Context: an optimization exercise on an open-source flow, tuned for small area. The choices shown serve that exercise and are no tape-out recipe. At most, simulation tests tie the RTL to the original design; equivalence was not proved. The RTL of run 2 was laid out without a check of its function.

==> flow/design.v (outline; a module is shown in full before it is edited, if it fits) <==
// module mini_fir_mac: 1010 lines
// module mini_fir_cpa: 18 lines
// module mini_fir_pp: 3 lines
// module mini_fir_fa: 4 lines
// module mini_fir_iha: 4 lines
// module mini_fir_xnor2: 3 lines
// module mini_fir_or2: 3 lines
// module mini_fir_dp: 37 lines
// module mini_fir_ctrl: 63 lines
// module mini_fir_hold: 3 lines
// module mini_fir_rdbit: 8 lines
// module mini_fir_aoi222: 3 lines
// module mini_fir_nand2: 3 lines
// module mini_fir_a221o: 3 lines
// module mini_fir: 63 lines
// module mini_fir_a22o: 3 lines
module mini_fir #(
    parameter NUM = 1
)(
    input        clk,
    input        rst_n,
    input  [3:0] i_addr,
    input  [7:0] i_data_wr,
    input        i_wr,
    input        i_rd,
    output [7:0] o_data_rd,
    input  [7:0] i_din,
    output reg [7:0] o_dout
);
  // ...
==> flow/flow/run.sh <==
#!/bin/bash
# The standard layout, with two changes:
# - the port buffers are the smallest buffer (sky130_fd_sc_hd__buf_1) instead
#   of ORFS's default choice;
# - clock tree synthesis adds no dummy loads to balance the tree's leaves
#   (the other CTS arguments are the ones ORFS builds from config.mk).
set -euo pipefail
bash standard.sh \
  "BUFFER_PORTS_ARGS=-buffer_cell sky130_fd_sc_hd__buf_1" \
  "CTS_ARGS=-sink_clustering_enable -repair_clock_nets -sink_clustering_max_diameter 30 -buf_list sky130_fd_sc_hd__clkbuf_8 -dont_use_dummy_load" \
  finish > standard.log 2>&1
==> flow/standard.sh <==
#!/bin/bash
# synth_recipe.tcl (not shown) runs the flow's synth.tcl, then flattens the netlist and writes it again
# the make line also repeats each setting of config.mk as NAME=value (left out here)
make -C /OpenROAD-flow-scripts/flow DESIGN_CONFIG=/design/flow/config.mk WORK_HOME=/design/flow/orfs CLKGATE_MAP_FILE= SYNTH_SCRIPT=/design/flow/synth_recipe.tcl "${@:-finish}"
==> flow/config.mk <==
export PLATFORM = sky130hd
export DESIGN_NAME = mini_fir
export DESIGN_NICKNAME = mini_fir
export VERILOG_FILES = /design/flow/design.v
export SDC_FILE = /design/flow/constraint.sdc
export NUM_CORES = 4
export LEC_CHECK = 0
export CAP_MARGIN = 20
export CORE_MARGIN = 2
export CORE_UTILIZATION = 65
export CTS_BUF_LIST = sky130_fd_sc_hd__clkbuf_8
export CTS_CLUSTER_DIAMETER = 30
export GPL_TIMING_DRIVEN = 0
export SLEW_MARGIN = 20
export SYNTH_HIERARCHICAL = 1
==> flow/constraint.sdc <==
create_clock -name core_clock -period 5.5 [get_ports {clk}]
set_input_delay 1.1000 -clock core_clock [delete_from_list [all_inputs] [get_ports {clk}]]
set_output_delay 1.1000 -clock core_clock [all_outputs]
set_load 0.01 [all_outputs]
==> qor.txt, run 1 <==
GPL Wtd Cong = 1.01
DR vias/cell = 6.47
Clock Path Buffers = 2
Post-synthesis mux area share = 0
Seq cells = 149
Multi-In Gates = 1105
Worst Setup Slack, final = 0.109 ns
Netlist Area Pre-Place = 14900 um^2
Status = timing/DRC/antenna clean
Ys flop type = dfxtp_1
# hold bufs at CTS = 0
Final setup vio count = 0
XOR/XNOR Fraction of Synth Area = 0.00590
Count of port buffers added during placement = 37
Buffers, non-clock = 41
Most frequent cells in the layout = nand2_1 (536), fa_1 (423), dfxtp_1 (77)
Clk root buf = clkbuf_8
Metal-1 WL = 16000 um
Final setup TNS = 0 ns
ANT cells = 0
FFs w/ async S/R, synth = 0.483
CP top delay family = adder cells
Hold depth = 2
Post-route cell area = 15600 um^2
Worst hold slack = 0.501 ns
Commonest non-fill, non-tap cell in the layout = nand2_1
#FFs+latches synth = 149
Residual DRC = 0
Max Slew Vio Count = 0
Largest class = multi-input gates
Core Footprint = 22500 um^2
Synth area leader = fa_1
CTS Buf Count = 17
CTS tree = built
==> module mini_fir_cpa, before the edit <==
module mini_fir_cpa (
    input  [9:0] i_a_n,
    input  [9:0] i_b_n,
    input         i_c_n,
    output [10:0] o_sum_n
);
wire [9:1] c_n;
mini_fir_fa u_fa0 (.a(i_a_n[0]), .b(i_b_n[0]), .c(i_c_n), .s(o_sum_n[0]), .co(c_n[1]));
mini_fir_fa u_fa1 (.a(i_a_n[1]), .b(i_b_n[1]), .c(c_n[1]), .s(o_sum_n[1]), .co(c_n[2]));
mini_fir_fa u_fa2 (.a(i_a_n[2]), .b(i_b_n[2]), .c(c_n[2]), .s(o_sum_n[2]), .co(c_n[3]));
mini_fir_fa u_fa3 (.a(i_a_n[3]), .b(i_b_n[3]), .c(c_n[3]), .s(o_sum_n[3]), .co(c_n[4]));
mini_fir_fa u_fa4 (.a(i_a_n[4]), .b(i_b_n[4]), .c(c_n[4]), .s(o_sum_n[4]), .co(c_n[5]));
mini_fir_fa u_fa5 (.a(i_a_n[5]), .b(i_b_n[5]), .c(c_n[5]), .s(o_sum_n[5]), .co(c_n[6]));
mini_fir_fa u_fa6 (.a(i_a_n[6]), .b(i_b_n[6]), .c(c_n[6]), .s(o_sum_n[6]), .co(c_n[7]));
mini_fir_fa u_fa7 (.a(i_a_n[7]), .b(i_b_n[7]), .c(c_n[7]), .s(o_sum_n[7]), .co(c_n[8]));
mini_fir_fa u_fa8 (.a(i_a_n[8]), .b(i_b_n[8]), .c(c_n[8]), .s(o_sum_n[8]), .co(c_n[9]));
mini_fir_fa u_fa9 (.a(i_a_n[9]), .b(i_b_n[9]), .c(c_n[9]), .s(o_sum_n[9]), .co(o_sum_n[10]));
endmodule
==> module mini_fir_dp, before the edit <==
module mini_fir_dp (
    input        clk,
    input  [7:0] i_coeff_00,
    input  [7:0] i_coeff_01,
    input  [7:0] i_coeff_02,
    input  [7:0] i_coeff_03,
    input  [7:0] i_coeff_04,
    input  [7:0] i_coeff_05,
    input  [7:0] i_coeff_06,
    input  [7:0] i_din,
    output [7:0] o_sum_n,     
    output       o_ok         
);
reg [55:0] x_d;
always @(posedge clk)
    x_d <= {x_d[47:0], i_din};
wire [9:0] a_n, b_n;
wire       c_n;
mini_fir_mac u_mac (
    .i_c0(i_coeff_00), .i_c1(i_coeff_01), .i_c2(i_coeff_02), .i_c3(i_coeff_03),
    .i_c4(i_coeff_04), .i_c5(i_coeff_05), .i_c6(i_coeff_06),
    .i_x0(x_d[55:48]), .i_x1(x_d[47:40]), .i_x2(x_d[39:32]), .i_x3(x_d[31:24]),
    .i_x4(x_d[23:16]), .i_x5(x_d[15:8]), .i_x6(x_d[7:0]),
    .o_a_n(a_n), .o_b_n(b_n), .o_c_n(c_n)
);
reg [9:0] sa_n, sb_n;
reg       sc_n;
always @(posedge clk) begin
    sa_n <= a_n;
    sb_n <= b_n;
    sc_n <= c_n;
end
wire [10:0] sum_n;
mini_fir_cpa u_cpa (.i_a_n(sa_n), .i_b_n(sb_n), .i_c_n(sc_n), .o_sum_n(sum_n));
assign o_sum_n = sum_n[7:0];
assign o_ok    = &sum_n[10:8];
endmodule
==> run 2, diff against run 1 <==
--- a/flow/design.v
+++ b/flow/design.v
@@ -1,14 +1,15 @@
 module mini_fir_mac (
     input [7:0] i_c0, input [7:0] i_c1, input [7:0] i_c2, input [7:0] i_c3, input [7:0] i_c4, input [7:0] i_c5, input [7:0] i_c6,
     input [7:0] i_x0, input [7:0] i_x1, input [7:0] i_x2, input [7:0] i_x3, input [7:0] i_x4, input [7:0] i_x5, input [7:0] i_x6,
-    output [9:0] o_a_n,
-    output [9:0] o_b_n,
-    output o_c_n
+    output [7:0] o_a_n,
+    output [7:0] o_b_n,
+    output o_c_n,
+    output o_hz
 );
 wire p0_0_0, p0_0_1, p0_0_2, p0_0_3, p0_0_4, p0_0_5, p0_0_6, p0_0_7, p0_1_0, p0_1_1, p0_1_2, p0_1_3;
 wire p0_1_4, p0_1_5, p0_1_6, p0_1_7, p0_2_0, p0_2_1, p0_2_2, p0_2_3, p0_2_4, p0_2_5, p0_2_6, p0_2_7;
 wire p0_3_0, p0_3_1, p0_3_2, p0_3_3, p0_3_4, p0_3_5, p0_3_6, p0_3_7, p0_4_0, p0_4_1, p0_4_2, p0_4_3;
 wire p0_4_4, p0_4_5, p0_4_6, p0_4_7, p0_5_0, p0_5_1, p0_5_2, p0_5_3, p0_5_4, p0_5_5, p0_5_6, p0_5_7;
 wire p0_6_0, p0_6_1, p0_6_2, p0_6_3, p0_6_4, p0_6_5, p0_6_6, p0_6_7, p0_7_0, p0_7_1, p0_7_2, p0_7_3;
 wire p0_7_4, p0_7_5, p0_7_6, p0_7_7, p1_0_0, p1_0_1, p1_0_2, p1_0_3, p1_0_4, p1_0_5, p1_0_6, p1_0_7;
 wire p1_1_0, p1_1_1, p1_1_2, p1_1_3, p1_1_4, p1_1_5, p1_1_6, p1_1_7, p1_2_0, p1_2_1, p1_2_2, p1_2_3;
@@ -104,20 +105,21 @@
 wire fs346, fc346, fs347, fc347, fs348, fc348, fs349, fc349, fs350, fc350, fs351, fc351;
 wire fs352, fc352, fs353, fc353, fs354, fc354, fs355, fc355, fs356, fc356, fs357, fc357;
 wire fs358, fc358, fs359, fc359, fs360, fc360, hs6, hc6, fs361, fc361, fs362, fc362;
 wire fs363, fc363, fs364, fc364, fs365, fc365, fs366, fc366, fs367, fc367, fs368, fc368;
 wire fs369, fc369, fs370, fc370, fs371, fc371, fs372, fc372, fs373, fc373, fs374, fc374;
 wire fs375, fc375, fs376, fc376, fs377, fc377, fs378, fc378, fs379, fc379, fs380, fc380;
 wire fs381, fc381, fs382, fc382, fs383, fc383, fs384, fc384, fs385, fc385, fs386, fc386;
 wire fs387, fc387, fs388, fc388, fs389, fc389, fs390, fc390, fs391, fc391, fs392, fc392;
-wire fs393, fc393, fs394, fc394, fs395, fc395, fs396, fc396, fs397, fc397, fs398, fs399;
-wire fc399, hs7, hc7, hs8, hc8, fs400, fc400, fs401, fc401, fs402, fc402, fs403;
-wire fc403, fs404, lg0, lp0, lg1, lp1, lg2, lp2, lg3, lp3, lg4, lp4;
-wire lg5, lp5, lg6, lp6, lg7, lp7, lc1, lc2, lc3, lc4, lgg, lpp;
+wire fs393, fc393, fs394, fc394, fs395, fc395, fs396, fc396, fs397, fc397, fs398, fc398;
+wire fs399, fc399, hs7, hc7, hs8, hc8, fs400, fc400, fs401, fc401, fs402, fc402;
+wire fs403, fc403, fs404, fc412, hs9, hc9, lg0, lp0, lg1, lp1, lg2, lp2;
+wire lg3, lp3, lg4, lp4, lg5, lp5, lg6, lp6, lg7, lp7, lc1, lc2;
+wire lc3, lc4, lgg, lpp;
 mini_fir_pp u_p0_0_0 (.a(i_c0[0]), .b(i_x0[0]), .y(p0_0_0));
 mini_fir_pp u_p0_0_1 (.a(i_c0[0]), .b(i_x0[1]), .y(p0_0_1));
 mini_fir_pp u_p0_0_2 (.a(i_c0[0]), .b(i_x0[2]), .y(p0_0_2));
 mini_fir_pp u_p0_0_3 (.a(i_c0[0]), .b(i_x0[3]), .y(p0_0_3));
 mini_fir_pp u_p0_0_4 (.a(i_c0[0]), .b(i_x0[4]), .y(p0_0_4));
 mini_fir_pp u_p0_0_5 (.a(i_c0[0]), .b(i_x0[5]), .y(p0_0_5));
 mini_fir_pp u_p0_0_6 (.a(i_c0[0]), .b(i_x0[6]), .y(p0_0_6));
 mini_fir_pp u_p0_0_7 (.a(i_c0[0]), .b(i_x0[7]), .y(p0_0_7));
@@ -961,34 +963,34 @@
 mini_fir_fa u_fa390 (.a(fc365), .b(fs367), .c(fc366), .s(fs390), .co(fc390));
 mini_fir_fa u_fa391 (.a(fc367), .b(fs369), .c(fc368), .s(fs391), .co(fc391));
 mini_fir_fa u_fa392 (.a(fc369), .b(fs371), .c(fc370), .s(fs392), .co(fc392));
 mini_fir_fa u_fa393 (.a(fc371), .b(fs373), .c(fc372), .s(fs393), .co(fc393));
 mini_fir_fa u_fa394 (.a(fs375), .b(fc373), .c(fc374), .s(fs394), .co(fc394));
 mini_fir_fa u_fa395 (.a(fs377), .b(fc375), .c(fc376), .s(fs395), .co(fc395));
 mini_fir_fa u_fa396 (.a(fs379), .b(fc377), .c(fs380), .s(fs396), .co(fc396));
 mini_fir_fa u_fa397 (.a(fs381), .b(fc379), .c(fs382), .s(fs397), .co(fc397));
-mini_fir_fa u_fa398 (.a(fc353), .b(fc381), .c(fc382), .s(fs398), .co(o_b_n[9]));
+mini_fir_fa u_fa398 (.a(fc353), .b(fc381), .c(fc382), .s(fs398), .co(fc398));
 mini_fir_fa u_fa399 (.a(p6_0_0), .b(fs319), .c(fs354), .s(fs399), .co(fc399));
 mini_fir_iha u_ha7 (.a(fs355), .b(fs383), .s(hs7), .co(hc7));
 mini_fir_iha u_ha8 (.a(fc383), .b(fs384), .s(hs8), .co(hc8));
 mini_fir_fa u_fa400 (.a(fc384), .b(fs359), .c(fs385), .s(fs400), .co(fc400));
 mini_fir_fa u_fa401 (.a(fc385), .b(fs386), .c(hs6), .s(fs401), .co(fc401));
 mini_fir_fa u_fa402 (.a(fc386), .b(fs387), .c(fs362), .s(fs402), .co(fc402));
 mini_fir_fa u_fa403 (.a(fc387), .b(fs364), .c(fs388), .s(fs403), .co(fc403));
 mini_fir_fa u_fa404 (.a(fc388), .b(fs389), .c(fs366), .s(fs404), .co(o_a_n[0]));
 mini_fir_fa u_fa405 (.a(fc389), .b(fs368), .c(fs390), .s(o_b_n[0]), .co(o_a_n[1]));
 mini_fir_fa u_fa406 (.a(fs370), .b(fc390), .c(fs391), .s(o_b_n[1]), .co(o_a_n[2]));
 mini_fir_fa u_fa407 (.a(fs372), .b(fc391), .c(fs392), .s(o_b_n[2]), .co(o_a_n[3]));
 mini_fir_fa u_fa408 (.a(fs374), .b(fc392), .c(fs393), .s(o_b_n[3]), .co(o_a_n[4]));
 mini_fir_fa u_fa409 (.a(fs376), .b(fc393), .c(fs394), .s(o_b_n[4]), .co(o_a_n[5]));
 mini_fir_fa u_fa410 (.a(fs378), .b(fc394), .c(fs395), .s(o_b_n[5]), .co(o_a_n[6]));
 mini_fir_fa u_fa411 (.a(fc378), .b(fs396), .c(fc395), .s(o_b_n[6]), .co(o_a_n[7]));
-mini_fir_fa u_fa412 (.a(fc380), .b(fs397), .c(fc396), .s(o_b_n[7]), .co(o_a_n[8]));
-mini_fir_iha u_ha9 (.a(fc397), .b(fs398), .s(o_b_n[8]), .co(o_a_n[9]));
+mini_fir_fa u_fa412 (.a(fc380), .b(fs397), .c(fc396), .s(o_b_n[7]), .co(fc412));
+mini_fir_iha u_ha9 (.a(fc397), .b(fs398), .s(hs9), .co(hc9));
 assign lg0 = 1'b0;
 assign lp0 = ~fs399;
 assign lg1 = (~fc399 & ~hs7);
 assign lp1 = (~fc399 | ~hs7);
 assign lg2 = (~hc7 & ~hs8);
 assign lp2 = (~hc7 | ~hs8);
 assign lg3 = (~hc8 & ~fs400);
 assign lp3 = (~hc8 | ~fs400);
@@ -1002,34 +1004,33 @@
 assign lp7 = (~fc403 | ~fs404);
 assign lc1 = lg0;
 assign lc2 = lg1 | (lp1 & lc1);
 assign lc3 = lg2 | (lp2 & lc2);
 assign lc4 = lg3 | (lp3 & lc3);
 assign lgg = (lg4 & lp5 & lp6 & lp7) | (lg5 & lp6 & lp7) | (lg6 & lp7) | (lg7);
 assign lpp = lp4 & lp5 & lp6 & lp7;
 assign o_c_n = ~(lgg | (lpp & lc4));
+assign o_hz = fc412 & hs9 & hc9 & fc398;
 endmodule
 module mini_fir_cpa (
-    input  [9:0] i_a_n,
-    input  [9:0] i_b_n,
+    input  [7:0] i_a_n,
+    input  [7:0] i_b_n,
     input         i_c_n,
-    output [10:0] o_sum_n
+    output [8:0] o_sum_n
 );
-wire [9:1] c_n;
+wire [7:1] c_n;
 mini_fir_fa u_fa0 (.a(i_a_n[0]), .b(i_b_n[0]), .c(i_c_n), .s(o_sum_n[0]), .co(c_n[1]));
 mini_fir_fa u_fa1 (.a(i_a_n[1]), .b(i_b_n[1]), .c(c_n[1]), .s(o_sum_n[1]), .co(c_n[2]));
 mini_fir_fa u_fa2 (.a(i_a_n[2]), .b(i_b_n[2]), .c(c_n[2]), .s(o_sum_n[2]), .co(c_n[3]));
 mini_fir_fa u_fa3 (.a(i_a_n[3]), .b(i_b_n[3]), .c(c_n[3]), .s(o_sum_n[3]), .co(c_n[4]));
 mini_fir_fa u_fa4 (.a(i_a_n[4]), .b(i_b_n[4]), .c(c_n[4]), .s(o_sum_n[4]), .co(c_n[5]));
 mini_fir_fa u_fa5 (.a(i_a_n[5]), .b(i_b_n[5]), .c(c_n[5]), .s(o_sum_n[5]), .co(c_n[6]));
 mini_fir_fa u_fa6 (.a(i_a_n[6]), .b(i_b_n[6]), .c(c_n[6]), .s(o_sum_n[6]), .co(c_n[7]));
-mini_fir_fa u_fa7 (.a(i_a_n[7]), .b(i_b_n[7]), .c(c_n[7]), .s(o_sum_n[7]), .co(c_n[8]));
-mini_fir_fa u_fa8 (.a(i_a_n[8]), .b(i_b_n[8]), .c(c_n[8]), .s(o_sum_n[8]), .co(c_n[9]));
-mini_fir_fa u_fa9 (.a(i_a_n[9]), .b(i_b_n[9]), .c(c_n[9]), .s(o_sum_n[9]), .co(o_sum_n[10]));
+mini_fir_fa u_fa7 (.a(i_a_n[7]), .b(i_b_n[7]), .c(c_n[7]), .s(o_sum_n[7]), .co(o_sum_n[8]));
 endmodule
 module mini_fir_pp (input a, input b, output y);
 assign y = ~(a & b);
 endmodule
 module mini_fir_fa (input a, input b, input c, output s, output co);
 assign s  = a ^ b ^ c;
 assign co = (a & b) | (c & (a ^ b));
 endmodule
@@ -1054,36 +1055,37 @@
     input  [7:0] i_coeff_06,
     input  [7:0] i_din,
     output [7:0] o_sum_n,     
     output       o_ok         
 );
 reg [55:0] x_d;
 always @(posedge clk)
     x_d <= {x_d[47:0], i_din};
-wire [9:0] a_n, b_n;
-wire       c_n;
+wire [7:0] a_n, b_n;
+wire       c_n, hz;
 mini_fir_mac u_mac (
     .i_c0(i_coeff_00), .i_c1(i_coeff_01), .i_c2(i_coeff_02), .i_c3(i_coeff_03),
     .i_c4(i_coeff_04), .i_c5(i_coeff_05), .i_c6(i_coeff_06),
     .i_x0(x_d[55:48]), .i_x1(x_d[47:40]), .i_x2(x_d[39:32]), .i_x3(x_d[31:24]),
     .i_x4(x_d[23:16]), .i_x5(x_d[15:8]), .i_x6(x_d[7:0]),
-    .o_a_n(a_n), .o_b_n(b_n), .o_c_n(c_n)
+    .o_a_n(a_n), .o_b_n(b_n), .o_c_n(c_n), .o_hz(hz)
 );
-reg [9:0] sa_n, sb_n;
-reg       sc_n;
+reg [7:0] sa_n, sb_n;
+reg       sc_n, shz;
 always @(posedge clk) begin
     sa_n <= a_n;
     sb_n <= b_n;
     sc_n <= c_n;
+    shz  <= hz;
 end
-wire [10:0] sum_n;
+wire [8:0] sum_n;      
 mini_fir_cpa u_cpa (.i_a_n(sa_n), .i_b_n(sb_n), .i_c_n(sc_n), .o_sum_n(sum_n));
 assign o_sum_n = sum_n[7:0];
-assign o_ok    = &sum_n[10:8];
+assign o_ok    = shz & sum_n[8];
 endmodule
 module mini_fir_ctrl (
     input        clk,
     input        rst_n,
     input  [3:0] i_addr,
     input  [7:0] i_data_wr,
     input        i_wr,
     input        i_rd,
==> run 2 against run 1 <==
- first-iteration DRC count is 4.9% lower
- area after synthesis decreased by 0.62%
- utilization shrank 0.11 points
- cell count down 0.19%
- sequential share of layout area fell by 0.29 points
- register-to-register slack improved by 0.03 ns
- highest routed layer unchanged
==> qor.txt, run 2 <==
Status = timing/DRC/antenna clean
Htree depth = 4
Final cell count without fillers = 1605
Row count = 55
Cell Chain, Critical Path = nand2_1, fa_1, fa_1, fa_1, fa_1, fa_1, fa_1, fa_1, fa_1, fa_1
Worst r2r path cells = 10
DR vias/cell = 6.45 (-0.27%)
Worst Setup Slack, final = 0.141 ns (+0.0319 ns)
Vias in the first global route = 11600
RSZ-0062 raised after global routing = false
Worst-path clk slew = 0.11 ns
Netlist Area Pre-Place = 14800 um^2 (-0.62%)
Clock Path Buffers = 2 (unchanged)
Crit Path Class = reg -> reg
CTS Buf Count = 17 (unchanged)
CP top delay family = adder cells
Final setup vio count = 0 (unchanged)
Antenna-violating nets left = 0
WP buf/inv = 0
TritonCTS Sinks = 146
Synth area leader = fa_1
Share of cells above drive strength 1 = 0.0220
First-pass GRT wire length = 69200 um
Commonest non-fill, non-tap cell in the layout = nand2_1
Setup Buffers After CTS = 0
#FFs+latches synth = 146 (-2.0%)
R2R setup slack = 0.14 ns
GPL Wtd Cong = 0.990 (-2.3%)
Max Cap Violations = 0
Clk root buf = clkbuf_8
Gate Count Post-Synth = 1263
Largest stage delay on the critical path = 0.67 ns
Initial antenna violation count = 1
Sequential area share after synthesis = 0.222
Cell mode on critical path = fa_1
Endpoints failing hold = 0
Initial Util = 0.658
Crit end category = flop
Critical path peak fanout = 10
Count of port buffers added during placement = 37 (unchanged)
Vias = 10400
Cell with the most instances after synthesis = nand2_1
Post-synth top area share = 0.571
Ys flop type = dfxtp_1
Detail-routed net length per standard cell = 28.0 um
Post-synth EDFFs = 0
Yosys warns = 9
Top post-synthesis cells by count = nand2_1 (536), fa_1 (421), dfxtp_1 (74)
Placed insts = 1588
# nets final = 1767
Least-Margin Pin Slew = 0.831 ns
CTS tree = built
Crit path arrival time = 5.67 ns
Final period utilization = 0.974
Final setup TNS = 0 ns (unchanged)
# hold bufs at CTS = 0 (unchanged)
Syn Nets = 1708
Setup crit start kind = flop
Reg2reg start = u_fir_ctrl.o_coeff_00[7]$_DFF_PN0_
Core Footprint = 22400 um^2 (-0.31%)
Iteration-0 DRC Markers = 1194
Die footprint = 23900 um^2
Die W = 155 um
DP Worst Slack = 0.195 ns
Layout Skew = 0.0339 ns
GRT overflow = 0
Layout Area Growth over Synthesis = 5.44%
Worst Path Required = 5.82 ns
Area contributors post-synth = fa_1 (57%), nand2_1 (14%), dfrtp_1 (12%)
Max Slew Vio Count = 0 (unchanged)
Hpwl dp = 34900 um
Initial DRT Pass Iterations = 7
Ports = 40
Largest net degree at the start of global routing = 27
Die Y = 155 um
Syn avg cell area = 11.7 um^2
# fillers = 1704
Unique masters post-synth = 30
Critical path's slowest cell = dfrtp_1
Largest register FFs = 56
ANT cells = 0 (unchanged)
Worst-skew pair later-pin latency = 0.47 ns
Slew margin rel. = 0.444
Post-cts sizing count = 0
Routed WL = 44900 um
Max Fclk = 0.187 GHz
All-Layer GR Usage = 0.407
Tmin final = 5.36 ns
Most frequent cells in the layout = nand2_1 (536), fa_1 (421), dfxtp_1 (74)
Capturing point of the worst reg2reg path = u_fir_dp.sb_n[3]$_DFF_P_
FFs w/ async S/R, synth = 0.493 (+0.00993)
Largest reg by FF count = u_fir_dp.x_d
Hold Path Class = in -> async
Residual DRC = 0 (unchanged)
[run 2: how the worst max path moves through the flow]
| stage | cells past startpoint | endpoint | start | slack, ns |
|---|---|---|---|---|
| 6_report | 10 | u_fir_dp.sb_n[3]$_DFF_P_ | u_fir_ctrl.o_coeff_00[7]$_DFF_PN0_ | 0.14 |
| 3_5_place_dp | 10 | u_fir_dp.sb_n[2]$_DFF_P_ | u_fir_ctrl.o_coeff_02[2]$_DFF_PN0_ | 0.19 |
| 3_3_place_gp | 10 | u_fir_dp.sb_n[3]$_DFF_P_ | u_fir_ctrl.o_coeff_02[2]$_DFF_PN0_ | 0.22 |
| 4_1_cts | 10 | u_fir_dp.sb_n[3]$_DFF_P_ | u_fir_ctrl.o_coeff_00[7]$_DFF_PN0_ | 0.15 |
| 5_1_grt | 10 | u_fir_dp.sb_n[3]$_DFF_P_ | u_fir_ctrl.o_coeff_02[2]$_DFF_PN0_ | 0.02 |
| 2_1_floorplan | 10 | u_fir_dp.sb_n[2]$_DFF_P_ | u_fir_ctrl.o_coeff_00[1]$_DFF_PN0_ | 0.66 |
[run 2: through the flow]
step                hold WS (ns)  cell area, um^2  utilization
detailed placement         0.479            15300        0.683
finish                     0.444            15600        0.694
CTS                        0.436            15600        0.694
floorplan                  0.424            14800            -
global placement           0.471            15300        0.680
global route               0.438            15600        0.694
[run 2: layout make-up]
cell class	instances	area, um^2	area share
Timing Repair Buffer	40	208	0.0133
Tap cell	285	357	0.0229
Inverter	11	41.3	0.00265
Clock buffer	17	234	0.0150
Sequential cell	146	3280	0.211
Buffer	2	15.0	0.000965
Multi-Input combinational cell	1104	11400	0.734
[run 2: logic make-up (layout without fill, tap and decap cells)]
logic type	after synthesis	in the layout	synth area share
AO/OA/AOI/OAI	103	103	0.0460
flip-flops	146	146	0.222
adder cells (fa/ha/maj)	422	422	0.572
buffers and inverters	13	70	0.00381
XOR/XNOR	10	10	0.00593
AND/OR/NAND/NOR	569	569	0.150
[run 2: per-module statistics from Yosys, one instance, submodules excluded, a selection]
module / cells inside / area, um^2 / copies in the design
mini_fir_nand2: 1 / 3.75 / 16
mini_fir_a22o: 1 / 8.76 / 8
mini_fir_hold: 2 / 8.76 / 64
mini_fir_dp: 75 / 1490 / 1
mini_fir_fa: 1 / 20.0 / 421
mini_fir_a221o: 1 / 10.0 / 8
mini_fir_mac: 11 / 76.3 / 1
mini_fir_or2: 1 / 6.26 / 10
mini_fir_aoi222: 1 / 10.0 / 16
mini_fir: 9 / 204 / 1
mini_fir_pp: 1 / 3.75 / 448
mini_fir_xnor2: 1 / 8.76 / 10
mini_fir_ctrl: 103 / 1800 / 1
[run 2: worst register-to-register path, cell delays in order (launching register included)]
cell	delay (ns)
dfrtp_1	0.67
nand2_1	0.16
fa_1	0.53
fa_1	0.54
fa_1	0.57
fa_1	0.46
fa_1	0.43
fa_1	0.52
fa_1	0.42
fa_1	0.42
fa_1	0.48
[run 2: metal layers]
| layer | routed length [um] | track usage | vias to the layer above |
|---|---|---|---|
| met5 | 0 | 0 | - |
| met4 | 2740 | 0.207 | 0 |
| met3 | 5140 | 0.107 | 173 |
| met2 | 20800 | 0.623 | 733 |
| met1 | 16300 | 0.550 | 5329 |
| li1 | - | - | 4125 |

## re-timing with driven ports
No port has a modelled driver above. Below, the same layouts with a new extraction and two added sets of constraints. Step 1 assumes that a clkbuf_16 drives the clock port and a buf_2 every other input. Step 2 adds t to the input delays and takes it off the output delays; t is the mean of the earliest and latest rising clock arrival at the registers after step 1. Input paths then give back, and output paths get back, about the clock's delay inside the block. Three values: ideal, step 1, step 2; two values: the first two.
run | t (ns) | setup WS [ns] | worst setup path after step 2 | clock arrival spread, ns | worst register clock-pin slew, ns
run 1 | 0.493 | 0.109 / 0.109 / 0.109 | register to register | 0.046 / 0.047 | 0.11 / 0.11
run 2 | 0.497 | 0.141 / 0.141 / 0.141 | register to register | 0.044 / 0.044 | 0.11 / 0.11
After both steps every run listed still meets setup and hold.
